Source: an optimization exercise on an open RTL-to-GDS flow (aim: small area and a short achievable clock period). Production flows keep margins and buffers that such runs may drop.
In this exercise RTL edits were held to simulation tests only and were not proved equivalent to the original.
No activity file was given, so power comes from the tool's default toggle rates.

## flow/config.mk

```make
export PLATFORM = sky130hd
export DESIGN_NAME = solix16_alu_top
export DESIGN_NICKNAME = solix16_alu_top
export VERILOG_FILES = /design/flow/design.v
export SDC_FILE = /design/flow/constraint.sdc
export NUM_CORES = 4
export LEC_CHECK = 0
export CAP_MARGIN = 20
export CORE_MARGIN = 2
export CORE_UTILIZATION = 40
export SLEW_MARGIN = 20
export SYNTH_HIERARCHICAL = 1
```

## flow/constraint.sdc

```tcl
create_clock -name core_clock -period 3.5 [get_ports {clk}]
set_input_delay 0.7000 -clock core_clock [delete_from_list [all_inputs] [get_ports {clk}]]
set_output_delay 0.7000 -clock core_clock [all_outputs]
set_load 0.01 [all_outputs]
```

## flow/design.v

```verilog
module solix16_alu_top (
    input             clk,
    input      [15:0] a,
    input      [15:0] b,
    input      [2:0]  alu_op,
    output reg [15:0] result,
    output reg        zero,
    output reg        negative,
    output reg        carry,
    output reg        overflow
);
reg [15:0] a_q;
reg [15:0] b_q;
reg [2:0]  op_q;
wire [15:0] alu_result;
wire        alu_zero;
wire        alu_negative;
wire        alu_carry;
wire        alu_overflow;
alu u_alu (
    .a        (a_q),
    .b        (b_q),
    .alu_op   (op_q),
    .result   (alu_result),
    .zero     (alu_zero),
    .negative (alu_negative),
    .carry    (alu_carry),
    .overflow (alu_overflow)
);
always @(posedge clk) begin
    a_q      <= a;
    b_q      <= b;
    op_q     <= alu_op;
    result   <= alu_result;
    zero     <= alu_zero;
    negative <= alu_negative;
    carry    <= alu_carry;
    overflow <= alu_overflow;
end
endmodule

module alu(
    input [15:0] a,         
    input [15:0] b,         
    input [2:0] alu_op,     
    output [15:0] result,   
    output zero,            
    output negative,        
    output carry,           
    output overflow         
);
wire [2:0] op = alu_op;
wire sub;       
wire arith;     
wire sl, sr;    
wire [3:0] T;   
wire [15:0] res;
wire carry_o, overflow_o, zero_o, zero_arith, zero_logic, vn, vp;
alu_buf ubs (.a(op[0]), .y(sub));
alu_dec udec (.op(op), .arith(arith), .sl(sl), .sr(sr), .t(T));
wire bb0;
wire pn0;
wire gn0;
wire t0;
wire bb1;
wire pn1;
wire gn1;
wire t1;
wire k0;
wire bb2;
wire pn2;
wire gn2;
wire t2;
wire k1;
wire bb3;
wire pn3;
wire gn3;
wire t3;
wire k2;
wire bb4;
wire pn4;
wire gn4;
wire t4;
wire k3;
wire bb5;
wire pn5;
wire gn5;
wire t5;
wire k4;
wire bb6;
wire pn6;
wire gn6;
wire t6;
wire k5;
wire bb7;
wire pn7;
wire gn7;
wire t7;
wire k6;
wire bb8;
wire pn8;
wire gn8;
wire t8;
wire k7;
wire bb9;
wire pn9;
wire gn9;
wire t9;
wire k8;
wire bb10;
wire pn10;
wire gn10;
wire t10;
wire k9;
wire bb11;
wire pn11;
wire gn11;
wire t11;
wire k10;
wire bb12;
wire pn12;
wire gn12;
wire t12;
wire k11;
wire bb13;
wire pn13;
wire gn13;
wire t13;
wire k12;
wire bb14;
wire pn14;
wire gn14;
wire t14;
wire k13;
wire bb15;
wire pn15;
wire gn15;
wire t15;
wire k14;
wire g1_1;
wire g1_2;
wire p1_2;
wire g1_3;
wire p1_3;
wire g1_4;
wire p1_4;
wire g1_5;
wire p1_5;
wire g1_6;
wire p1_6;
wire g1_7;
wire p1_7;
wire g1_8;
wire p1_8;
wire g1_9;
wire p1_9;
wire g1_10;
wire p1_10;
wire g1_11;
wire p1_11;
wire g1_12;
wire p1_12;
wire g1_13;
wire p1_13;
wire g1_14;
wire p1_14;
wire g1_15;
wire p1_15;
wire g2_2n;
wire gn0_p;
wire g2_3n;
wire g2_4n;
wire p2_4n;
wire g2_5n;
wire p2_5n;
wire g2_6n;
wire p2_6n;
wire g2_7n;
wire p2_7n;
wire g2_8n;
wire p2_8n;
wire g2_9n;
wire p2_9n;
wire g2_10n;
wire p2_10n;
wire g2_11n;
wire p2_11n;
wire g2_12n;
wire p2_12n;
wire g2_13n;
wire p2_13n;
wire g2_14n;
wire p2_14n;
wire g2_15n;
wire p2_15n;
wire g3_4;
wire g3_5;
wire g1_1_n;
wire g3_6;
wire g3_7;
wire g3_8;
wire p3_8;
wire g3_9;
wire p3_9;
wire g3_10;
wire p3_10;
wire g3_11;
wire p3_11;
wire g3_12;
wire p3_12;
wire g3_13;
wire p3_13;
wire g3_14;
wire p3_14;
wire g3_15;
wire p3_15;
wire g4_8n;
wire g4_9n;
wire g4_10n;
wire g2_2n_p;
wire g4_11n;
wire g2_3n_p;
wire g4_12n;
wire g4_13n;
wire g4_14n;
wire g4_15n;
wire x0;
wire x1;
wire x2;
wire x3;
wire x4;
wire x5;
wire x6;
wire x7;
wire x8;
wire x9;
wire x10;
wire x11;
wire x12;
wire x13;
wire x14;
wire x15;
    alu_xor2 u1 (.a(b[0]), .b(sub), .y(bb0));
    alu_xnor2 u2 (.a(a[0]), .b(bb0), .y(pn0));
    alu_g0n u3 (.a0(a[0]), .b0(b[0]), .sub(sub), .arith(arith), .y(gn0));
    alu_xnor2 u4 (.a(pn0), .b(sub), .y(t0));
    alu_xor2 u5 (.a(b[1]), .b(sub), .y(bb1));
    alu_xnor2 u6 (.a(a[1]), .b(bb1), .y(pn1));
    alu_nand3 u7 (.a(a[1]), .b(bb1), .c(arith), .y(gn1));
    alu_nand2 u8 (.a(gn0), .b(pn0), .y(k0));
    alu_xnor2 u9 (.a(pn1), .b(k0), .y(t1));
    alu_xor2 u10 (.a(b[2]), .b(sub), .y(bb2));
    alu_xnor2 u11 (.a(a[2]), .b(bb2), .y(pn2));
    alu_nand3 u12 (.a(a[2]), .b(bb2), .c(arith), .y(gn2));
    alu_nand2 u13 (.a(gn1), .b(pn1), .y(k1));
    alu_xnor2 u14 (.a(pn2), .b(k1), .y(t2));
    alu_xor2 u15 (.a(b[3]), .b(sub), .y(bb3));
    alu_xnor2 u16 (.a(a[3]), .b(bb3), .y(pn3));
    alu_nand3 u17 (.a(a[3]), .b(bb3), .c(arith), .y(gn3));
    alu_nand2 u18 (.a(gn2), .b(pn2), .y(k2));
    alu_xnor2 u19 (.a(pn3), .b(k2), .y(t3));
    alu_xor2 u20 (.a(b[4]), .b(sub), .y(bb4));
    alu_xnor2 u21 (.a(a[4]), .b(bb4), .y(pn4));
    alu_nand3 u22 (.a(a[4]), .b(bb4), .c(arith), .y(gn4));
    alu_nand2 u23 (.a(gn3), .b(pn3), .y(k3));
    alu_xnor2 u24 (.a(pn4), .b(k3), .y(t4));
    alu_xor2 u25 (.a(b[5]), .b(sub), .y(bb5));
    alu_xnor2 u26 (.a(a[5]), .b(bb5), .y(pn5));
    alu_nand3 u27 (.a(a[5]), .b(bb5), .c(arith), .y(gn5));
    alu_nand2 u28 (.a(gn4), .b(pn4), .y(k4));
    alu_xnor2 u29 (.a(pn5), .b(k4), .y(t5));
    alu_xor2 u30 (.a(b[6]), .b(sub), .y(bb6));
    alu_xnor2 u31 (.a(a[6]), .b(bb6), .y(pn6));
    alu_nand3 u32 (.a(a[6]), .b(bb6), .c(arith), .y(gn6));
    alu_nand2 u33 (.a(gn5), .b(pn5), .y(k5));
    alu_xnor2 u34 (.a(pn6), .b(k5), .y(t6));
    alu_xor2 u35 (.a(b[7]), .b(sub), .y(bb7));
    alu_xnor2 u36 (.a(a[7]), .b(bb7), .y(pn7));
    alu_nand3 u37 (.a(a[7]), .b(bb7), .c(arith), .y(gn7));
    alu_nand2 u38 (.a(gn6), .b(pn6), .y(k6));
    alu_xnor2 u39 (.a(pn7), .b(k6), .y(t7));
    alu_xor2 u40 (.a(b[8]), .b(sub), .y(bb8));
    alu_xnor2 u41 (.a(a[8]), .b(bb8), .y(pn8));
    alu_nand3 u42 (.a(a[8]), .b(bb8), .c(arith), .y(gn8));
    alu_nand2 u43 (.a(gn7), .b(pn7), .y(k7));
    alu_xnor2 u44 (.a(pn8), .b(k7), .y(t8));
    alu_xor2 u45 (.a(b[9]), .b(sub), .y(bb9));
    alu_xnor2 u46 (.a(a[9]), .b(bb9), .y(pn9));
    alu_nand3 u47 (.a(a[9]), .b(bb9), .c(arith), .y(gn9));
    alu_nand2 u48 (.a(gn8), .b(pn8), .y(k8));
    alu_xnor2 u49 (.a(pn9), .b(k8), .y(t9));
    alu_xor2 u50 (.a(b[10]), .b(sub), .y(bb10));
    alu_xnor2 u51 (.a(a[10]), .b(bb10), .y(pn10));
    alu_nand3 u52 (.a(a[10]), .b(bb10), .c(arith), .y(gn10));
    alu_nand2 u53 (.a(gn9), .b(pn9), .y(k9));
    alu_xnor2 u54 (.a(pn10), .b(k9), .y(t10));
    alu_xor2 u55 (.a(b[11]), .b(sub), .y(bb11));
    alu_xnor2 u56 (.a(a[11]), .b(bb11), .y(pn11));
    alu_nand3 u57 (.a(a[11]), .b(bb11), .c(arith), .y(gn11));
    alu_nand2 u58 (.a(gn10), .b(pn10), .y(k10));
    alu_xnor2 u59 (.a(pn11), .b(k10), .y(t11));
    alu_xor2 u60 (.a(b[12]), .b(sub), .y(bb12));
    alu_xnor2 u61 (.a(a[12]), .b(bb12), .y(pn12));
    alu_nand3 u62 (.a(a[12]), .b(bb12), .c(arith), .y(gn12));
    alu_nand2 u63 (.a(gn11), .b(pn11), .y(k11));
    alu_xnor2 u64 (.a(pn12), .b(k11), .y(t12));
    alu_xor2 u65 (.a(b[13]), .b(sub), .y(bb13));
    alu_xnor2 u66 (.a(a[13]), .b(bb13), .y(pn13));
    alu_nand3 u67 (.a(a[13]), .b(bb13), .c(arith), .y(gn13));
    alu_nand2 u68 (.a(gn12), .b(pn12), .y(k12));
    alu_xnor2 u69 (.a(pn13), .b(k12), .y(t13));
    alu_xor2 u70 (.a(b[14]), .b(sub), .y(bb14));
    alu_xnor2 u71 (.a(a[14]), .b(bb14), .y(pn14));
    alu_nand3 u72 (.a(a[14]), .b(bb14), .c(arith), .y(gn14));
    alu_nand2 u73 (.a(gn13), .b(pn13), .y(k13));
    alu_xnor2 u74 (.a(pn14), .b(k13), .y(t14));
    alu_xor2 u75 (.a(b[15]), .b(sub), .y(bb15));
    alu_xnor2 u76 (.a(a[15]), .b(bb15), .y(pn15));
    alu_nand3 u77 (.a(a[15]), .b(bb15), .c(arith), .y(gn15));
    alu_nand2 u78 (.a(gn14), .b(pn14), .y(k14));
    alu_xnor2 u79 (.a(pn15), .b(k14), .y(t15));
    alu_oai21 u80 (.a1(pn1), .a2(gn0), .b1(gn1), .y(g1_1));
    alu_oai21 u81 (.a1(pn2), .a2(gn1), .b1(gn2), .y(g1_2));
    alu_nor2 u82 (.a(pn2), .b(pn1), .y(p1_2));
    alu_oai21 u83 (.a1(pn3), .a2(gn2), .b1(gn3), .y(g1_3));
    alu_nor2 u84 (.a(pn3), .b(pn2), .y(p1_3));
    alu_oai21 u85 (.a1(pn4), .a2(gn3), .b1(gn4), .y(g1_4));
    alu_nor2 u86 (.a(pn4), .b(pn3), .y(p1_4));
    alu_oai21 u87 (.a1(pn5), .a2(gn4), .b1(gn5), .y(g1_5));
    alu_nor2 u88 (.a(pn5), .b(pn4), .y(p1_5));
    alu_oai21 u89 (.a1(pn6), .a2(gn5), .b1(gn6), .y(g1_6));
    alu_nor2 u90 (.a(pn6), .b(pn5), .y(p1_6));
    alu_oai21 u91 (.a1(pn7), .a2(gn6), .b1(gn7), .y(g1_7));
    alu_nor2 u92 (.a(pn7), .b(pn6), .y(p1_7));
    alu_oai21 u93 (.a1(pn8), .a2(gn7), .b1(gn8), .y(g1_8));
    alu_nor2 u94 (.a(pn8), .b(pn7), .y(p1_8));
    alu_oai21 u95 (.a1(pn9), .a2(gn8), .b1(gn9), .y(g1_9));
    alu_nor2 u96 (.a(pn9), .b(pn8), .y(p1_9));
    alu_oai21 u97 (.a1(pn10), .a2(gn9), .b1(gn10), .y(g1_10));
    alu_nor2 u98 (.a(pn10), .b(pn9), .y(p1_10));
    alu_oai21 u99 (.a1(pn11), .a2(gn10), .b1(gn11), .y(g1_11));
    alu_nor2 u100 (.a(pn11), .b(pn10), .y(p1_11));
    alu_oai21 u101 (.a1(pn12), .a2(gn11), .b1(gn12), .y(g1_12));
    alu_nor2 u102 (.a(pn12), .b(pn11), .y(p1_12));
    alu_oai21 u103 (.a1(pn13), .a2(gn12), .b1(gn13), .y(g1_13));
    alu_nor2 u104 (.a(pn13), .b(pn12), .y(p1_13));
    alu_oai21 u105 (.a1(pn14), .a2(gn13), .b1(gn14), .y(g1_14));
    alu_nor2 u106 (.a(pn14), .b(pn13), .y(p1_14));
    alu_oai21 u107 (.a1(pn15), .a2(gn14), .b1(gn15), .y(g1_15));
    alu_nor2 u108 (.a(pn15), .b(pn14), .y(p1_15));
    alu_inv u109 (.a(gn0), .y(gn0_p));
    alu_aoi21 u110 (.a1(p1_2), .a2(gn0_p), .b1(g1_2), .y(g2_2n));
    alu_aoi21 u111 (.a1(p1_3), .a2(g1_1), .b1(g1_3), .y(g2_3n));
    alu_aoi21 u112 (.a1(p1_4), .a2(g1_2), .b1(g1_4), .y(g2_4n));
    alu_nand2 u113 (.a(p1_4), .b(p1_2), .y(p2_4n));
    alu_aoi21 u114 (.a1(p1_5), .a2(g1_3), .b1(g1_5), .y(g2_5n));
    alu_nand2 u115 (.a(p1_5), .b(p1_3), .y(p2_5n));
    alu_aoi21 u116 (.a1(p1_6), .a2(g1_4), .b1(g1_6), .y(g2_6n));
    alu_nand2 u117 (.a(p1_6), .b(p1_4), .y(p2_6n));
    alu_aoi21 u118 (.a1(p1_7), .a2(g1_5), .b1(g1_7), .y(g2_7n));
    alu_nand2 u119 (.a(p1_7), .b(p1_5), .y(p2_7n));
    alu_aoi21 u120 (.a1(p1_8), .a2(g1_6), .b1(g1_8), .y(g2_8n));
    alu_nand2 u121 (.a(p1_8), .b(p1_6), .y(p2_8n));
    alu_aoi21 u122 (.a1(p1_9), .a2(g1_7), .b1(g1_9), .y(g2_9n));
    alu_nand2 u123 (.a(p1_9), .b(p1_7), .y(p2_9n));
    alu_aoi21 u124 (.a1(p1_10), .a2(g1_8), .b1(g1_10), .y(g2_10n));
    alu_nand2 u125 (.a(p1_10), .b(p1_8), .y(p2_10n));
    alu_aoi21 u126 (.a1(p1_11), .a2(g1_9), .b1(g1_11), .y(g2_11n));
    alu_nand2 u127 (.a(p1_11), .b(p1_9), .y(p2_11n));
    alu_aoi21 u128 (.a1(p1_12), .a2(g1_10), .b1(g1_12), .y(g2_12n));
    alu_nand2 u129 (.a(p1_12), .b(p1_10), .y(p2_12n));
    alu_aoi21 u130 (.a1(p1_13), .a2(g1_11), .b1(g1_13), .y(g2_13n));
    alu_nand2 u131 (.a(p1_13), .b(p1_11), .y(p2_13n));
    alu_aoi21 u132 (.a1(p1_14), .a2(g1_12), .b1(g1_14), .y(g2_14n));
    alu_nand2 u133 (.a(p1_14), .b(p1_12), .y(p2_14n));
    alu_aoi21 u134 (.a1(p1_15), .a2(g1_13), .b1(g1_15), .y(g2_15n));
    alu_nand2 u135 (.a(p1_15), .b(p1_13), .y(p2_15n));
    alu_oai21 u136 (.a1(p2_4n), .a2(gn0), .b1(g2_4n), .y(g3_4));
    alu_inv u137 (.a(g1_1), .y(g1_1_n));
    alu_oai21 u138 (.a1(p2_5n), .a2(g1_1_n), .b1(g2_5n), .y(g3_5));
    alu_oai21 u139 (.a1(p2_6n), .a2(g2_2n), .b1(g2_6n), .y(g3_6));
    alu_oai21 u140 (.a1(p2_7n), .a2(g2_3n), .b1(g2_7n), .y(g3_7));
    alu_oai21 u141 (.a1(p2_8n), .a2(g2_4n), .b1(g2_8n), .y(g3_8));
    alu_nor2 u142 (.a(p2_8n), .b(p2_4n), .y(p3_8));
    alu_oai21 u143 (.a1(p2_9n), .a2(g2_5n), .b1(g2_9n), .y(g3_9));
    alu_nor2 u144 (.a(p2_9n), .b(p2_5n), .y(p3_9));
    alu_oai21 u145 (.a1(p2_10n), .a2(g2_6n), .b1(g2_10n), .y(g3_10));
    alu_nor2 u146 (.a(p2_10n), .b(p2_6n), .y(p3_10));
    alu_oai21 u147 (.a1(p2_11n), .a2(g2_7n), .b1(g2_11n), .y(g3_11));
    alu_nor2 u148 (.a(p2_11n), .b(p2_7n), .y(p3_11));
    alu_oai21 u149 (.a1(p2_12n), .a2(g2_8n), .b1(g2_12n), .y(g3_12));
    alu_nor2 u150 (.a(p2_12n), .b(p2_8n), .y(p3_12));
    alu_oai21 u151 (.a1(p2_13n), .a2(g2_9n), .b1(g2_13n), .y(g3_13));
    alu_nor2 u152 (.a(p2_13n), .b(p2_9n), .y(p3_13));
    alu_oai21 u153 (.a1(p2_14n), .a2(g2_10n), .b1(g2_14n), .y(g3_14));
    alu_nor2 u154 (.a(p2_14n), .b(p2_10n), .y(p3_14));
    alu_oai21 u155 (.a1(p2_15n), .a2(g2_11n), .b1(g2_15n), .y(g3_15));
    alu_nor2 u156 (.a(p2_15n), .b(p2_11n), .y(p3_15));
    alu_aoi21 u157 (.a1(p3_8), .a2(gn0_p), .b1(g3_8), .y(g4_8n));
    alu_aoi21 u158 (.a1(p3_9), .a2(g1_1), .b1(g3_9), .y(g4_9n));
    alu_inv u159 (.a(g2_2n), .y(g2_2n_p));
    alu_aoi21 u160 (.a1(p3_10), .a2(g2_2n_p), .b1(g3_10), .y(g4_10n));
    alu_inv u161 (.a(g2_3n), .y(g2_3n_p));
    alu_aoi21 u162 (.a1(p3_11), .a2(g2_3n_p), .b1(g3_11), .y(g4_11n));
    alu_aoi21 u163 (.a1(p3_12), .a2(g3_4), .b1(g3_12), .y(g4_12n));
    alu_aoi21 u164 (.a1(p3_13), .a2(g3_5), .b1(g3_13), .y(g4_13n));
    alu_aoi21 u165 (.a1(p3_14), .a2(g3_6), .b1(g3_14), .y(g4_14n));
    alu_aoi21 u166 (.a1(p3_15), .a2(g3_7), .b1(g3_15), .y(g4_15n));
    alu_lbit_lo u167 (.t(T), .a(a[0]), .b(b[0]), .sr(sr), .ap(a[1]), .y(x0));
    alu_g0c u168 (.x(x0), .sub(sub), .arith(arith), .y(res[0]));
    alu_lbit u169 (.t(T), .a(a[1]), .b(b[1]), .sl(sl), .am(a[0]), .sr(sr), .ap(a[2]), .y(x1));
    alu_xor2 u170 (.a(x1), .b(gn0_p), .y(res[1]));
    alu_lbit u171 (.t(T), .a(a[2]), .b(b[2]), .sl(sl), .am(a[1]), .sr(sr), .ap(a[3]), .y(x2));
    alu_xor2 u172 (.a(x2), .b(g1_1), .y(res[2]));
    alu_lbit u173 (.t(T), .a(a[3]), .b(b[3]), .sl(sl), .am(a[2]), .sr(sr), .ap(a[4]), .y(x3));
    alu_xor2 u174 (.a(x3), .b(g2_2n_p), .y(res[3]));
    alu_lbit u175 (.t(T), .a(a[4]), .b(b[4]), .sl(sl), .am(a[3]), .sr(sr), .ap(a[5]), .y(x4));
    alu_xor2 u176 (.a(x4), .b(g2_3n_p), .y(res[4]));
    alu_lbit u177 (.t(T), .a(a[5]), .b(b[5]), .sl(sl), .am(a[4]), .sr(sr), .ap(a[6]), .y(x5));
    alu_xor2 u178 (.a(x5), .b(g3_4), .y(res[5]));
    alu_lbit u179 (.t(T), .a(a[6]), .b(b[6]), .sl(sl), .am(a[5]), .sr(sr), .ap(a[7]), .y(x6));
    alu_xor2 u180 (.a(x6), .b(g3_5), .y(res[6]));
    alu_lbit u181 (.t(T), .a(a[7]), .b(b[7]), .sl(sl), .am(a[6]), .sr(sr), .ap(a[8]), .y(x7));
    alu_xor2 u182 (.a(x7), .b(g3_6), .y(res[7]));
    alu_lbit u183 (.t(T), .a(a[8]), .b(b[8]), .sl(sl), .am(a[7]), .sr(sr), .ap(a[9]), .y(x8));
    alu_xor2 u184 (.a(x8), .b(g3_7), .y(res[8]));
    alu_lbit u185 (.t(T), .a(a[9]), .b(b[9]), .sl(sl), .am(a[8]), .sr(sr), .ap(a[10]), .y(x9));
    alu_xnor2 u186 (.a(x9), .b(g4_8n), .y(res[9]));
    alu_lbit u187 (.t(T), .a(a[10]), .b(b[10]), .sl(sl), .am(a[9]), .sr(sr), .ap(a[11]), .y(x10));
    alu_xnor2 u188 (.a(x10), .b(g4_9n), .y(res[10]));
    alu_lbit u189 (.t(T), .a(a[11]), .b(b[11]), .sl(sl), .am(a[10]), .sr(sr), .ap(a[12]), .y(x11));
    alu_xnor2 u190 (.a(x11), .b(g4_10n), .y(res[11]));
    alu_lbit u191 (.t(T), .a(a[12]), .b(b[12]), .sl(sl), .am(a[11]), .sr(sr), .ap(a[13]), .y(x12));
    alu_xnor2 u192 (.a(x12), .b(g4_11n), .y(res[12]));
    alu_lbit u193 (.t(T), .a(a[13]), .b(b[13]), .sl(sl), .am(a[12]), .sr(sr), .ap(a[14]), .y(x13));
    alu_xnor2 u194 (.a(x13), .b(g4_12n), .y(res[13]));
    alu_lbit u195 (.t(T), .a(a[14]), .b(b[14]), .sl(sl), .am(a[13]), .sr(sr), .ap(a[15]), .y(x14));
    alu_xnor2 u196 (.a(x14), .b(g4_13n), .y(res[14]));
    alu_lbit_hi u197 (.t(T), .a(a[15]), .b(b[15]), .sl(sl), .am(a[14]), .y(x15));
    alu_xnor2 u198 (.a(x15), .b(g4_14n), .y(res[15]));
    alu_cflag u199 (.sl(sl), .sr(sr), .a15(a[15]), .a0(a[0]), .cs(g4_15n), .y(carry_o));
    alu_vpre u200 (.arith(arith), .a15(a[15]), .bb15(bb15), .vn(vn), .vp(vp));
    alu_mux2 u201 (.s(g4_14n), .d0(vn), .d1(vp), .y(overflow_o));
    alu_zero16 u202 (.t({t15, t14, t13, t12, t11, t10, t9, t8, t7, t6, t5, t4, t3, t2, t1, t0}), .y(zero_arith));
    alu_zero16 u203 (.t({x15, x14, x13, x12, x11, x10, x9, x8, x7, x6, x5, x4, x3, x2, x1, x0}), .y(zero_logic));
    alu_mux2 u204 (.s(arith), .d0(zero_logic), .d1(zero_arith), .y(zero_o));
assign result = res;
assign negative = res[15];
assign carry = carry_o;
assign overflow = overflow_o;
assign zero = zero_o;
endmodule
module alu_buf(input a, output y); assign y = a; endmodule
module alu_inv(input a, output y); assign y = ~a; endmodule
module alu_xor2(input a, b, output y); assign y = a ^ b; endmodule
module alu_xnor2(input a, b, output y); assign y = ~(a ^ b); endmodule
module alu_nand2(input a, b, output y); assign y = ~(a & b); endmodule
module alu_nor2(input a, b, output y); assign y = ~(a | b); endmodule
module alu_aoi21(input a1, a2, b1, output y); assign y = ~((a1 & a2) | b1); endmodule
module alu_oai21(input a1, a2, b1, output y); assign y = ~((a1 | a2) & b1); endmodule
module alu_mux2(input s, d0, d1, output y); assign y = s ? d1 : d0; endmodule
module alu_g0n(input a0, b0, sub, arith, output y);
    assign y = ~(arith & (sub ? (a0 | ~b0) : (a0 & b0)));
endmodule
module alu_g0c(input x, sub, arith, output y); assign y = x ^ (sub & arith); endmodule
module alu_nand3(input a, b, c, output y); assign y = ~(a & b & c); endmodule
module alu_dec(input [2:0] op, output arith, sl, sr, output reg [3:0] t);
    assign arith = (op[2:1] == 2'b00);
    assign sl = (op == 3'b110);
    assign sr = (op == 3'b111);
    always @(*) case (op)               
        3'b000: t = 4'b0110;
        3'b001: t = 4'b1001;
        3'b010: t = 4'b1000;
        3'b011: t = 4'b1110;
        3'b100: t = 4'b0110;
        3'b101: t = 4'b0011;
        default: t = 4'b0000;
    endcase
endmodule
module alu_mux4(input [3:0] t, input a, b, output y); assign y = t[{a, b}]; endmodule
module alu_lbit(input [3:0] t, input a, b, sl, am, sr, ap, output y);
    wire f;
    alu_mux4 um (.t(t), .a(a), .b(b), .y(f));
    assign y = f | (sl & am) | (sr & ap);
endmodule
module alu_lbit_lo(input [3:0] t, input a, b, sr, ap, output y);
    wire f;
    alu_mux4 um (.t(t), .a(a), .b(b), .y(f));
    assign y = f | (sr & ap);
endmodule
module alu_lbit_hi(input [3:0] t, input a, b, sl, am, output y);
    wire f;
    alu_mux4 um (.t(t), .a(a), .b(b), .y(f));
    assign y = f | (sl & am);
endmodule
module alu_cflag(input sl, sr, a15, a0, cs, output y);
    wire c16 = ~cs;
    assign y = c16 | (sl & a15) | (sr & a0);
endmodule
module alu_vpre(input arith, a15, bb15, output vn, vp);
    assign vn = arith & ~a15 & ~bb15;
    assign vp = arith & a15 & bb15;
endmodule
module alu_zero16(input [15:0] t, output y); assign y = ~|t; endmodule
```

## flow/flow/run.sh

```bash
#!/bin/bash
# The standard ORFS flow (the standard.sh), with the port buffers that
# buffer_ports inserts made the smallest plain buffer instead of a delay cell.
set -euo pipefail
bash standard.sh "BUFFER_PORTS_ARGS=-buffer_cell sky130_fd_sc_hd__buf_1" ${MY_EXTRA:-} > orfs_flow.log 2>&1
```

## flow/standard.sh

```bash
#!/bin/bash
# synth_recipe.tcl (not shown) runs the flow's synth.tcl, then flattens the netlist and writes it again
# the make line also repeats each setting of config.mk as NAME=value (left out here)
make -C /OpenROAD-flow-scripts/flow DESIGN_CONFIG=/design/flow/config.mk WORK_HOME=/design/flow/orfs CLKGATE_MAP_FILE= SYNTH_SCRIPT=/design/flow/synth_recipe.tcl "${@:-finish}"
```

==> key figures, run 1 <==
GRT
  – GRT Resource Usage Total: 18.05%
  – Largest net degree at the start of global routing: 23
  – GRT overflow: 0
  – First-pass GRT wire length: 11.76 mm
  – Initial antenna violation count: 0
  – Vias in the first global route: 2,310

Clock tree
  – Post-cts gate resize count: 0
  – Clock Sinks: 55
  – Clock root cell: clkbuf_8
  – H-tree levels: 2
  – CTS max path bufs: 2
  – Worst-path clk slew: 0.10 ns
  – Post-CTS Setup Bufs: 0
  – TritonCTS clock tree: built
  – TritonCTS buffer count: 5
  – Post-CTS Hold Fix Bufs: 0
  – Clock Latency Late Sink: 0.30 ns

Critical path
  – Critical path peak fanout: 22
  – CP Class: reg2reg
  – Worst path arrival time: 2.72 ns
  – Slowest cell on crit path: xnor2_1
  – Most used cell along the critical path: a21oi_2
  – Crit start category: register
  – Critical-path cell list: buf_4, xor2_1, xnor2_1, nor2_1, a21oi_2, o21ai_1, a21oi_2, mux2_4
  – Worst setup EP type: register
  – Data required, critical path: 3.69 ns
  – Crit-path max cell delay: 0.53 ns

Timing
  – Final Setup Violations: 0
  – Worst slew pin tran: 0.8769 ns
  – Slew headroom: 41.32%
  – Setup TNS: 0 ns
  – Setup WS post-layout: 0.9764 ns
  – RSZ-0062 raised after global routing: false
  – Max Freq: 396.3 MHz
  – Final hold viol count: 0
  – Clock skew: 0.007377 ns
  – Fin crit period: 2.524 ns
  – Final worst path period share: 72.10%
  – Final slew viol count: 0

Final layout
  – Share of cells above drive strength 1: 15.43%
  – Antenna diodes: 0
  – Area growth from synthesis to layout: 15.40%
  – NumNets Final: 398

Logic synthesis
  – FF+latch count, synth: 55
  – Syn_nets: 335
  – Synth Warn #: 8
  – Syn Area/Cell: 10.05 um2
  – Post-Syn Area: 3005 um2
  – Sequential area share after synthesis: 36.64%
  – Synth cell types: 23
  – Post-Synthesis Cells: 299

Floorplan
  – Die height: 90.68 um
  – Full die area: 8223 um2
  – Site Rows: 31
  – Initial Util: 41.44%
  – Core area: 7253 um2
  – Horiz. Die Dim: 90.68 um
  – Io pins: 56

Place
  – Placer Congestion: 0.9641
  – Dpl ws: 0.9316 ns
  – Final HPWL DP: 5.778 mm
  – Port Buffers: 55

Worst hold path
  – Worst hold path type: in2reg

Run status
  – Status: no timing/DRC/antenna violations

Route
  – Routed wire length: 7.346 mm
  – Remaining antenna violation count after routing: 0
  – DRT Pass-1 Iters: 5
  – DR WL/cell: 15.90 um
  – # DRC: 0
  – Initial DRC count: 147
  – Via count: 2,467
  – Vias per cell: 5.340

Flow run
  – MaxCap Viol Count: 0

Pwr
  – PwrDens: 472.8 nW/um2
  – Max IR drop VDD: 0.1643 mV
  – Static leakage: 1.276 nW
==> report_power, final <==
| part | total [mW] | internal [mW] | leakage [nW] | switching (mW) |
|---|---|---|---|---|
| Sequential | 0.733 | 0.694 | 0.463 | 0.0393 |
| Clock | 0.424 | 0.232 | 0.0612 | 0.192 |
| Combinational | 0.483 | 0.202 | 0.752 | 0.281 |
| Total | 1.64 | 1.13 | 1.28 | 0.513 |
==> area by class of cell <==
cell class | count | area [um2]
clock inverter | 2 | 35.03
fill | 726 | 3785
inverter | 4 | 15.01
sequential | 55 | 1101
clock buffer | 6 | 82.58
tap | 99 | 123.9
multi-input combinational | 238 | 1882
timing repair buffer | 58 | 229.0
==> kinds of logic after synthesis <==
| family | share of synthesized area, % |
|---|---|
| AND/OR/NAND/NOR | 13.49 |
| AO/OA/AOI/OAI | 16.57 |
| XOR/XNOR | 18.94 |
| flip-flops | 36.64 |
| multiplexers | 13.36 |
| buffers and inverters | 0.9989 |
==> flip-flops by register name (all words and copies together) (netlist names) <==
| signal | count |
|---|---|
| negative | 1 |
| result | 16 |
| a_q | 16 |
| carry | 1 |
| b_q | 16 |
| zero | 1 |
| op_q | 3 |
| overflow | 1 |
==> cell usage in the layout (no fill, tap or decap), drive strengths merged <==
cell type | netlist | final
buf | 2 | 58
dfxtp | 55 | 55
xnor2 | 41 | 41
nand2 | 31 | 31
o21ai | 27 | 27
nor2 | 26 | 26
xor2 | 24 | 24
a21oi | 22 | 22
mux4 | 16 | 16
nand3 | 15 | 15
a221o | 14 | 14
nor4 | 8 | 8
clkbuf | 0 | 6
inv | 4 | 4
a21o | 3 | 3
mux2 | 3 | 3
and4 | 2 | 2
and3 | 2 | 2
a22oi | 1 | 1
nor3b | 1 | 1
nor2b | 1 | 1
and2b | 1 | 1
clkinv | 0 | 1
bufinv | 0 | 1
==> per-module statistics from Yosys (local to each module, per instance), a selection <==
module | cell area, um2 | flops+latches
alu | 7.507 | 0
alu_cflag | 11.26 | 0
alu_g0n | 15.01 | 0
alu_lbit_hi | 7.507 | 0
alu_oai21 | 5.005 | 0
alu_vpre | 18.77 | 0
alu_xnor2 | 8.758 | 0
==> through the flow <==
step	util, %	hold slack [ns]	total power [mW]	cell area, um2	instances
6_report	47.82	0.4808	1.640	3468	462
5_1_grt	47.82	0.4558	1.734	3468	462
4_1_cts	47.71	0.4684	1.663	3461	462
3_5_place_dp	46.09	0.7099	1.227	3343	454
3_3_place_gp	46.09	0.7158	1.227	3343	454
2_1_floorplan	-	0.5375	1.098	3005	299
==> layer usage <==
layer / up-vias / track usage (%) / share of wire, %
met5: - / 0 / 0
met1: 1141 / 25.22 / 46
li1: 1217 / - / -
met4: 0 / 6.026 / 1.9
met2: 97 / 28.05 / 46
met3: 12 / 3.339 / 5.8
==> critical path: cells and delay by family (launching register included) <==
kind / cells / cell delay (ns)
AOI/OAI and AO/OA: 3 / 0.55
xor gates and xnor gates: 2 / 0.68
buffers and inverters: 1 / 0.33
DFF: 1 / 0.36
muxes: 1 / 0.31
and+or+nand+nor: 1 / 0.18
==> cells in the mapped netlist (all sizes together) <==
library cell	instances	area share (%)
a22oi	1	0.25
nand2	31	3.9
a221o	14	4.7
o21ai	27	4.5
nor2b	1	0.46
and2b	1	0.29
mux2	3	1.4
mux4	16	12
nor4	8	1.7
and4	2	0.58
inv	4	0.50
and3	2	0.46
nor3b	1	0.42
buf	2	0.50
a21o	3	0.75
xor2	24	7.0
xnor2	41	12
dfxtp	55	37
nand3	15	2.5
a21oi	22	6.4
nor2	26	3.2
==> path summary, 6_finish.rpt <==
check	depth (start not counted)	slack [ns]	end	start
setup / recovery	8	0.98	overflow	op_q[0]
hold / removal	1	0.48	a_q[1]	a[1]
setup reg to reg	8	0.98	overflow	op_q[0]
hold reg to reg	2	0.74	carry	a_q[0]
==> run 2, diff against run 1 <==
--- a/flow/config.mk
+++ b/flow/config.mk
@@ -8,5 +8,6 @@
 export CAP_MARGIN = 20
 export CORE_MARGIN = 2
 export CORE_UTILIZATION = 40
+export SETUP_SLACK_MARGIN = 1.0
 export SLEW_MARGIN = 20
 export SYNTH_HIERARCHICAL = 1
==> run 2 against run 1 <==
- critical path type unchanged
- total power increased by 1.2%
- still clean
- design area rose by 2.2%
- sequential cell count is the same
- routed wire length increased by 1.1%
- sequential share of layout area down 0.66 points
- core utilization rose by 1.1 points
==> key figures, run 2 <==
Pwr
  – Psw: 522.7 uW (was 512.6 uW)
  – Sw Share: 31.48% (was 31.26%)
  – Clock Power Share: 25.8% (about the same)
  – PwrDens: 468.1 nW/um2 (was 472.8 nW/um2)
  – Internal power: 1.137 mW (was 1.127 mW)
  – Combinational share of power: 30.0% (was 29.5%)
  – Max IR drop VDD: 0.1654 mV (was 0.1643 mV)
  – Sequential Power Share: 44.3% (was 44.7%)
  – Static leakage: 1.322 nW (was 1.276 nW)

Timing
  – Clock skew: 0.007686 ns (was 0.007377 ns)
  – Slew headroom: 57.78% (was 41.32%)
  – Worst slew pin tran: 0.6302 ns (was 0.8769 ns)
  – Setup TNS: 0 ns (unchanged)
  – RSZ-0062 raised after global routing: false (unchanged)
  – Fin crit period: 2.343 ns (was 2.524 ns)
  – Max Freq: 426.9 MHz (was 396.3 MHz)
  – Final Setup Violations: 0 (unchanged)
  – Final hold viol count: 0 (unchanged)
  – Setup WS post-layout: 1.157 ns (was 0.9764 ns)
  – Final slew viol count: 0 (unchanged)
  – Final worst path period share: 66.93% (was 72.10%)

Clock tree
  – H-tree levels: 2 (unchanged)
  – Post-CTS Hold Fix Bufs: 0 (unchanged)
  – Clock Latency Late Sink: 0.31 ns (was 0.30 ns)
  – Post-CTS Setup Bufs: 0 (unchanged)
  – TritonCTS buffer count: 5 (unchanged)
  – Clock root cell: clkbuf_8 (unchanged)
  – Worst-path clk slew: 0.10 ns (about the same)
  – Clock Sinks: 55 (unchanged)
  – Post-cts gate resize count: 2 (was 0)
  – TritonCTS clock tree: built (unchanged)
  – CTS max path bufs: 2 (unchanged)

Route
  – # DRC: 0 (unchanged)
  – DRT Pass-1 Iters: 5 (unchanged)
  – Vias per cell: 5.359 (was 5.340)
  – Remaining antenna violation count after routing: 0 (unchanged)
  – Via count: 2,476 (was 2,467)
  – Initial DRC count: 170 (was 147)
  – DR WL/cell: 16.08 um (was 15.90 um)
  – Routed wire length: 7.427 mm (was 7.346 mm)

Logic synthesis
  – Most used DFF post-synth: dfxtp_1 (unchanged)
  – Sequential area share after synthesis: 36.64% (unchanged)
  – Synth Warn #: 8 (unchanged)
  – Synth cell types: 23 (unchanged)
  – Area leader, netlist: dfxtp_1 (unchanged)
  – Count leader, synth: dfxtp_1 (unchanged)
  – Synth top area share: 36.64% (unchanged)
  – Post-Synthesis Cells: 299 (unchanged)
  – Ranking of synthesized cells by area: dfxtp_1 (37%), mux4_2 (12%), xnor2_1 (12%), xor2_1 (7.0%), a21oi_2 (6.4%) (unchanged)
  – Synth top cells by count: dfxtp_1 (55), xnor2_1 (41), nand2_1 (31) (unchanged)
  – Post-synth ARST share: 0% (unchanged)
  – Syn Area/Cell: 10.05 um2 (unchanged)
  – Post-Syn Area: 3005 um2 (unchanged)
  – Syn_nets: 335 (unchanged)
  – FF+latch count, synth: 55 (unchanged)
  – EDFF count, synth: 0 (unchanged)

Worst hold path
  – Worst hold path type: in2reg (unchanged)

Place
  – Placed cell count: 454 (unchanged)
  – Dpl ws: 0.9316 ns (unchanged)
  – Final HPWL DP: 5.778 mm (unchanged)
  – Placer Congestion: 0.9641 (unchanged)
  – Port Buffers: 55 (unchanged)

Critical path
  – Data required, critical path: 3.76 ns (was 3.69 ns)
  – Crit start category: register (unchanged)
  – Critical path peak fanout: 16 (was 22)
  – CP Class: reg2reg (unchanged)
  – Worst setup EP type: register (unchanged)
  – Worst path arrival time: 2.60 ns (was 2.72 ns)

Floorplan
  – Horiz. Die Dim: 90.68 um (unchanged)
  – Site Rows: 31 (unchanged)
  – Initial Util: 41.44% (unchanged)
  – Core area: 7253 um2 (unchanged)
  – Full die area: 8223 um2 (unchanged)
  – Io pins: 56 (unchanged)
  – Die height: 90.68 um (unchanged)

GRT
  – Initial antenna violation count: 0 (unchanged)
  – First-pass GRT wire length: 11.79 mm (was 11.76 mm)
  – GRT overflow: 0 (unchanged)
  – Vias in the first global route: 2,312 (was 2,310)
  – Largest net degree at the start of global routing: 23 (unchanged)
  – GRT Resource Usage Total: 18.12% (was 18.05%)

Final layout
  – NumNets Final: 398 (unchanged)
  – Antenna diodes: 0 (unchanged)
  – Share of cells above drive strength 1: 18.73% (was 15.43%)
  – Post-Layout Cell Count: 462 (unchanged)
  – Top flop regs: a_q x16, b_q x16, result x16 (unchanged)
  – Most common cell after layout, fill and taps aside: buf_1
  – Commonest non-fill, non-tap cells in the layout: buf_1 (55), dfxtp_1 (54), xnor2_1 (32) (was dfxtp_1 (55), buf_1 (55), xnor2_1 (40))
  – Area growth from synthesis to layout: 17.99% (was 15.40%)

Flow run
  – MaxCap Viol Count: 0 (unchanged)

Run status
  – Status: no timing/DRC/antenna violations (unchanged)
run 2: through the flow:
| stage | hold WS (ns) | power (mW) | instance area, um2 | util [%] |
|---|---|---|---|---|
| after global routing | 0.4558 | 1.750 | 3546 | 48.89 |
| final | 0.4740 | 1.660 | 3546 | 48.89 |
| after CTS | 0.4684 | 1.665 | 3476 | 47.92 |
| after detailed placement | 0.7099 | 1.227 | 3343 | 46.09 |
| after global placement | 0.7158 | 1.227 | 3343 | 46.09 |
| after floorplan | 0.5375 | 1.098 | 3005 | - |
run 2: layout make-up:
type / count / area, um2
Timing Repair Buffer: 58 / 232.7
Inverter: 4 / 15.01
Multi-Input combinational cell: 238 / 1954
Clock inverter: 2 / 35.03
Clock buffer: 6 / 82.58
Tap cell: 99 / 123.9
Sequential cell: 55 / 1102
Fill cell: 719 / 3707
run 2: logic make-up (layout without fill, tap and decap cells):
group | Yosys count | in the layout | share of synthesized area, %
multiplexers | 19 | 19 | 13.36
AO/OA/AOI/OAI | 67 | 67 | 16.57
buffers and inverters | 6 | 70 | 0.9989
XOR/XNOR | 65 | 65 | 18.94
AND/OR/NAND/NOR | 87 | 87 | 13.49
flip-flops | 55 | 55 | 36.64
run 2: path summary, 6_finish.rpt:
path | depth (start not counted) | endpoint | slack [ns] | startpoint
worst min-delay path | 1 | a_q[1] | 0.47 | a[1]
worst min register to register | 2 | carry | 0.74 | a_q[0]
worst max-delay path | 7 | zero | 1.16 | op_q[2]
worst max register to register | 7 | zero | 1.16 | op_q[2]
run 2: per-module statistics from Yosys, one instance, submodules excluded, excerpt:
module / cells / cell area (um2)
alu_g0c: 2 / 12.51
alu_lbit_hi: 1 / 7.507
alu_mux4: 1 / 22.52
alu_aoi21: 1 / 8.758
alu_buf: 1 / 7.507
alu_mux2: 1 / 15.01
alu_lbit_lo: 1 / 7.507
alu_nand2: 1 / 3.754
alu_xor2: 1 / 8.758
alu_nand3: 1 / 5.005
alu_dec: 10 / 65.06
alu_xnor2: 1 / 8.758
alu_zero16: 5 / 33.78
alu_vpre: 2 / 18.77
alu_nor2: 1 / 3.754
alu: 1 / 7.507
run 2: worst max-delay path: stages (launching register included):
cell and delay (ns):
dfxtp_1 0.45, nor2b_4 0.07, a21o_2 0.32, mux4_2 0.49
a221o_1 0.35, nor4_1 0.27, and4_1 0.22, mux2_4 0.13
run 2: power groups by stage:
stage	Clock [mW]	Combinational (mW)	Sequential (mW)
floorplan	0	0.331	0.767
global placement	0	0.480	0.747
detailed placement	0	0.478	0.749
CTS	0.449	0.483	0.734
global route	0.468	0.538	0.744
finish	0.428	0.497	0.735
run 2: layer usage:
layer	global-route usage, %	up-vias	routed length (um)
li1	-	1217	-
met2	28.23	85	3414
met5	0	-	0
met4	6.026	0	158
met3	3.339	11	406
met1	25.27	1163	3448
==> run 3, diff against run 2 <==
==> flow/flow/run.sh (replaced) <==
#!/bin/bash
# The standard ORFS flow (the standard.sh), with the port buffers that
# buffer_ports inserts made the smallest plain buffer instead of a delay cell,
# and clock tree synthesis without dummy load cells.
set -euo pipefail
bash standard.sh "BUFFER_PORTS_ARGS=-buffer_cell sky130_fd_sc_hd__buf_1" \
  "CTS_ARGS=-sink_clustering_enable -repair_clock_nets -dont_use_dummy_load" > orfs_flow.log 2>&1
--- a/flow/config.mk
+++ b/flow/config.mk
@@ -7,7 +7,8 @@
 export LEC_CHECK = 0
 export CAP_MARGIN = 20
 export CORE_MARGIN = 2
-export CORE_UTILIZATION = 40
+export CORE_UTILIZATION = 70
+export PLACE_DENSITY = 0.8
 export SETUP_SLACK_MARGIN = 1.0
 export SLEW_MARGIN = 20
 export SYNTH_HIERARCHICAL = 1
==> run 3 against run 2 <==
- still clean
- worst hold slack better by 0.0087 ns
- core utilization grew 35 points
- first-iteration DRC count is 76% higher
- sequential cell count is the same
- register-to-register slack worse by 0.07 ns
- largest power group unchanged
==> key figures, run 3 <==
Logic synthesis
  – Most used DFF post-synth: dfxtp_1 (unchanged)
  – Syn Area/Cell: 10.05 um2 (unchanged)
  – Sequential area share after synthesis: 36.64% (unchanged)
  – Synth top cells by count: dfxtp_1 (55), xnor2_1 (41), nand2_1 (31) (unchanged)
  – EDFF count, synth: 0 (unchanged)
  – Ranking of synthesized cells by area: dfxtp_1 (37%), mux4_2 (12%), xnor2_1 (12%), xor2_1 (7.0%), a21oi_2 (6.4%) (unchanged)
  – Area leader, netlist: dfxtp_1 (unchanged)
  – Count leader, synth: dfxtp_1 (unchanged)
  – Synth Warn #: 8 (unchanged)
  – Synth top area share: 36.64% (unchanged)
  – Synth cell types: 23 (unchanged)
  – Syn_nets: 335 (unchanged)
  – Post-Synthesis Cells: 299 (unchanged)
  – FF+latch count, synth: 55 (unchanged)
  – Post-Syn Area: 3005 um2 (unchanged)
  – Post-synth ARST share: 0% (unchanged)

Final layout
  – NumNets Final: 399 (was 398)
  – Design area: 3422 um2 (was 3546 um2)
  – Commonest non-fill, non-tap cells in the layout: buf_1 (55), dfxtp_1 (53), xnor2_1 (38) (was buf_1 (55), dfxtp_1 (54), xnor2_1 (32))
  – Fillers: 249 (was 719)
  – Top flop regs: a_q x16, b_q x16, result x16 (unchanged)
  – Most common cell after layout, fill and taps aside: buf_1 (unchanged)
  – Final core utilization: 84.34% (was 48.89%)
  – Area growth from synthesis to layout: 13.86% (was 17.99%)
  – Antenna diodes: 0 (unchanged)
  – Share of cells above drive strength 1: 17.45% (was 18.73%)

Clock tree
  – H-tree levels: 2 (unchanged)
  – TritonCTS clock tree: built (unchanged)
  – Worst-path clk slew: 0.09 ns (was 0.10 ns)
  – CTS max path bufs: 2 (unchanged)
  – Clock Latency Late Sink: 0.30 ns (was 0.31 ns)
  – Clock Sinks: 55 (unchanged)
  – Clock root cell: clkbuf_8 (unchanged)
  – TritonCTS buffer count: 5 (unchanged)

Timing
  – Setup WS post-layout: 1.084 ns (was 1.157 ns)
  – Setup TNS: 0 ns (unchanged)
  – Slew headroom: 54.37% (was 57.78%)
  – Final slew viol count: 0 (unchanged)
  – RSZ-0062 raised after global routing: false (unchanged)
  – Final hold viol count: 0 (unchanged)
  – Clock skew: 0.01126 ns (was 0.007686 ns)
  – Final worst path period share: 69.04% (was 66.93%)
  – Max Freq: 413.8 MHz (was 426.9 MHz)
  – Worst slew pin tran: 0.6837 ns (was 0.6302 ns)
  – Fin crit period: 2.416 ns (was 2.343 ns)
  – Final Setup Violations: 0 (unchanged)

Route
  – # DRC: 0 (unchanged)
  – Remaining antenna violation count after routing: 0 (unchanged)
  – Initial DRC count: 299 (was 170)
  – Vias per cell: 6.557 (was 5.359)
  – Via count: 2,695 (was 2,476)
  – DRT Pass-1 Iters: 6 (was 5)
  – Routed wire length: 8.096 mm (was 7.427 mm)
  – DR WL/cell: 19.70 um (was 16.08 um)

Worst hold path
  – Worst hold path type: in2reg (unchanged)

Floorplan
  – Die height: 69.53 um (was 90.68 um)
  – Io pins: 56 (unchanged)
  – Horiz. Die Dim: 69.53 um (was 90.68 um)
  – Initial Util: 74.07% (was 41.44%)
  – Full die area: 4834 um2 (was 8223 um2)
  – Site Rows: 23 (was 31)
  – Core area: 4058 um2 (was 7253 um2)

GRT
  – GRT overflow: 0 (unchanged)
  – Met1 track demand over resource: 40.26% (was 25.27%)
  – Grt peak-use layer: met2 (unchanged)
  – First-pass GRT wire length: 11.99 mm (was 11.79 mm)
  – Met3 usage: 6.686% (was 3.339%)
  – Met2 GRT Util: 52.14% (was 28.23%)
  – Largest net degree at the start of global routing: 21 (was 23)
  – GRT Resource Usage Total: 31.69% (was 18.12%)
  – Initial antenna violation count: 0 (unchanged)
  – Vias in the first global route: 2,559 (was 2,312)

Critical path
  – Data required, critical path: 3.74 ns (was 3.76 ns)
  – Crit start category: register (unchanged)
  – Critical-path cell list: nor2b_4, a21o_4, mux4_2, a221o_1, nor4_2, and4_1, mux2_4 (was nor2b_4, a21o_2, mux4_2, a221o_1, nor4_1, and4_1, mux2_4)
  – Slowest cell on crit path: dfxtp_1 (was mux4_2)
  – Crit path buffers/inverters: 0 (unchanged)
  – Critical path peak fanout: 16 (unchanged)
  – Crit-path max cell delay: 0.47 ns (was 0.49 ns)
  – Worst path arrival time: 2.66 ns (was 2.60 ns)
  – Crit path max-delay family: simple AND/OR/NAND/NOR gates (was compound AO/OA/AOI/OAI gates)
  – Worst setup EP type: register (unchanged)
  – CP Class: reg2reg (unchanged)

Pwr
  – Total power: 1.548 mW (was 1.660 mW)
  – Max IR drop VDD: 0.3695 mV (was 0.1654 mV)
  – PwrDens: 452.3 nW/um2 (was 468.1 nW/um2)
  – Static leakage: 1.268 nW (was 1.322 nW)

Flow run
  – MaxCap Viol Count: 0 (unchanged)

Place
  – Placed cell areas: 3274 um2 (was 3343 um2)
  – Dpl ws: 0.6122 ns (was 0.9316 ns)
  – Port Buffers: 55 (unchanged)
  – Final HPWL DP: 5.767 mm (was 5.778 mm)
  – Placer Congestion: 0.9720 (was 0.9641)

Run status
  – Status: no timing/DRC/antenna violations (unchanged)
run 3: worst paths after layout:
| kind | start | end | slack (ns) | depth (start not counted) |
|---|---|---|---|---|
| max | op_q[2] | zero | 1.08 | 7 |
| min | b[6] | b_q[6] | 0.48 | 1 |
| max reg2reg | op_q[2] | zero | 1.08 | 7 |
| min reg2reg | a_q[0] | carry | 0.75 | 2 |
run 3: routing by layer:
layer,part of all wire (%),up-vias
met5,0,-
met3,9.5,44
li1,-,1220
met1,39,1226
met4,5.2,0
met2,46,205
run 3: stage by stage:
step	hold slack (ns)	instances
after floorplan	0.5375	299
after global placement	0.6981	404
after detailed placement	0.6963	404
after CTS	0.4805	409
after global routing	0.4766	411
final	0.4827	411
run 3: kinds of logic (layout without fill, tap and decap cells):
kind of cell	count (synthesis)	after routing	synth area share (%)
simple gates	87	87	13.49
buf+inv	6	68	0.9989
mux	19	19	13.36
compound gates	67	67	16.57
xor+xnor	65	65	18.94
flops	55	55	36.64
run 3: cell type report:
type / count / area (um2) / share of cell area (%)
Timing Repair Buffer: 59 / 236.5 / 6.910
Sequential cell: 55 / 1106 / 32.32
Inverter: 4 / 15.01 / 0.4388
Clock buffer: 5 / 68.82 / 2.011
Tap cell: 50 / 62.56 / 1.828
Multi-Input combinational cell: 238 / 1933 / 56.49
run 3: per-module statistics from Yosys, one instance, submodules excluded, a selection:
module,cells inside,flip-flops and latches
alu_xor2,1,0
alu_aoi21,1,0
alu_xnor2,1,0
alu_vpre,2,0
alu_lbit_lo,1,0
alu_lbit_hi,1,0
alu_buf,1,0
solix16_alu_top,55,55
alu_oai21,1,0
alu_nand3,1,0
alu_inv,1,0
alu_mux2,1,0
run 3: timing repair:
| item | 4_1_cts | 5_1_grt |
|---|---|---|
| buffers inserted | 0 | 2 |
| gates cloned | 0 | 0 |
| gates resized for setup | 4 | 8 |
| pin swaps | 0 | 0 |
| hold buffers | 0 | 0 |
| setup endpoints to repair | 5 | 2 |
run 3: power by group:
part / switching, mW / internal [mW] / total [mW] / leakage [nW]
combinational: 0.297 / 0.209 / 0.506 / 0.768
clock: 0.175 / 0.129 / 0.305 / 0.0359
sequential: 0.0441 / 0.694 / 0.738 / 0.464

-- separate check: timing with driven ports --
No port has a modelled driver above. Below, the same layouts with a new extraction and two added sets of constraints.
Step 1, drivers: a clkbuf_16 drives clk and a buf_2 each remaining input, both assumed.
Step 2 also shifts input and output timing later by t, the mid clock arrival at the registers, as if the neighbouring blocks saw the same clock.
Slacks: no drivers / after step 1 / after step 2; pairs: no drivers / after step 1.
run | shift t [ns] | slack for setup (ns) | hold WS [ns] | worst setup path after step 2 | worst slew at a driven data input, ns
run 1 | 0.328 | 0.976 / 0.976 / 0.976 | 0.481 / 0.472 / 0.741 | register to register | 0.03
run 2 | 0.334 | 1.157 / 1.157 / 1.157 | 0.474 / 0.466 / 0.736 | register to register | 0.03
run 3 | 0.325 | 1.084 / 1.084 / 1.084 | 0.483 / 0.477 / 0.746 | register to register | 0.05
After both steps every run listed still meets setup and hold.
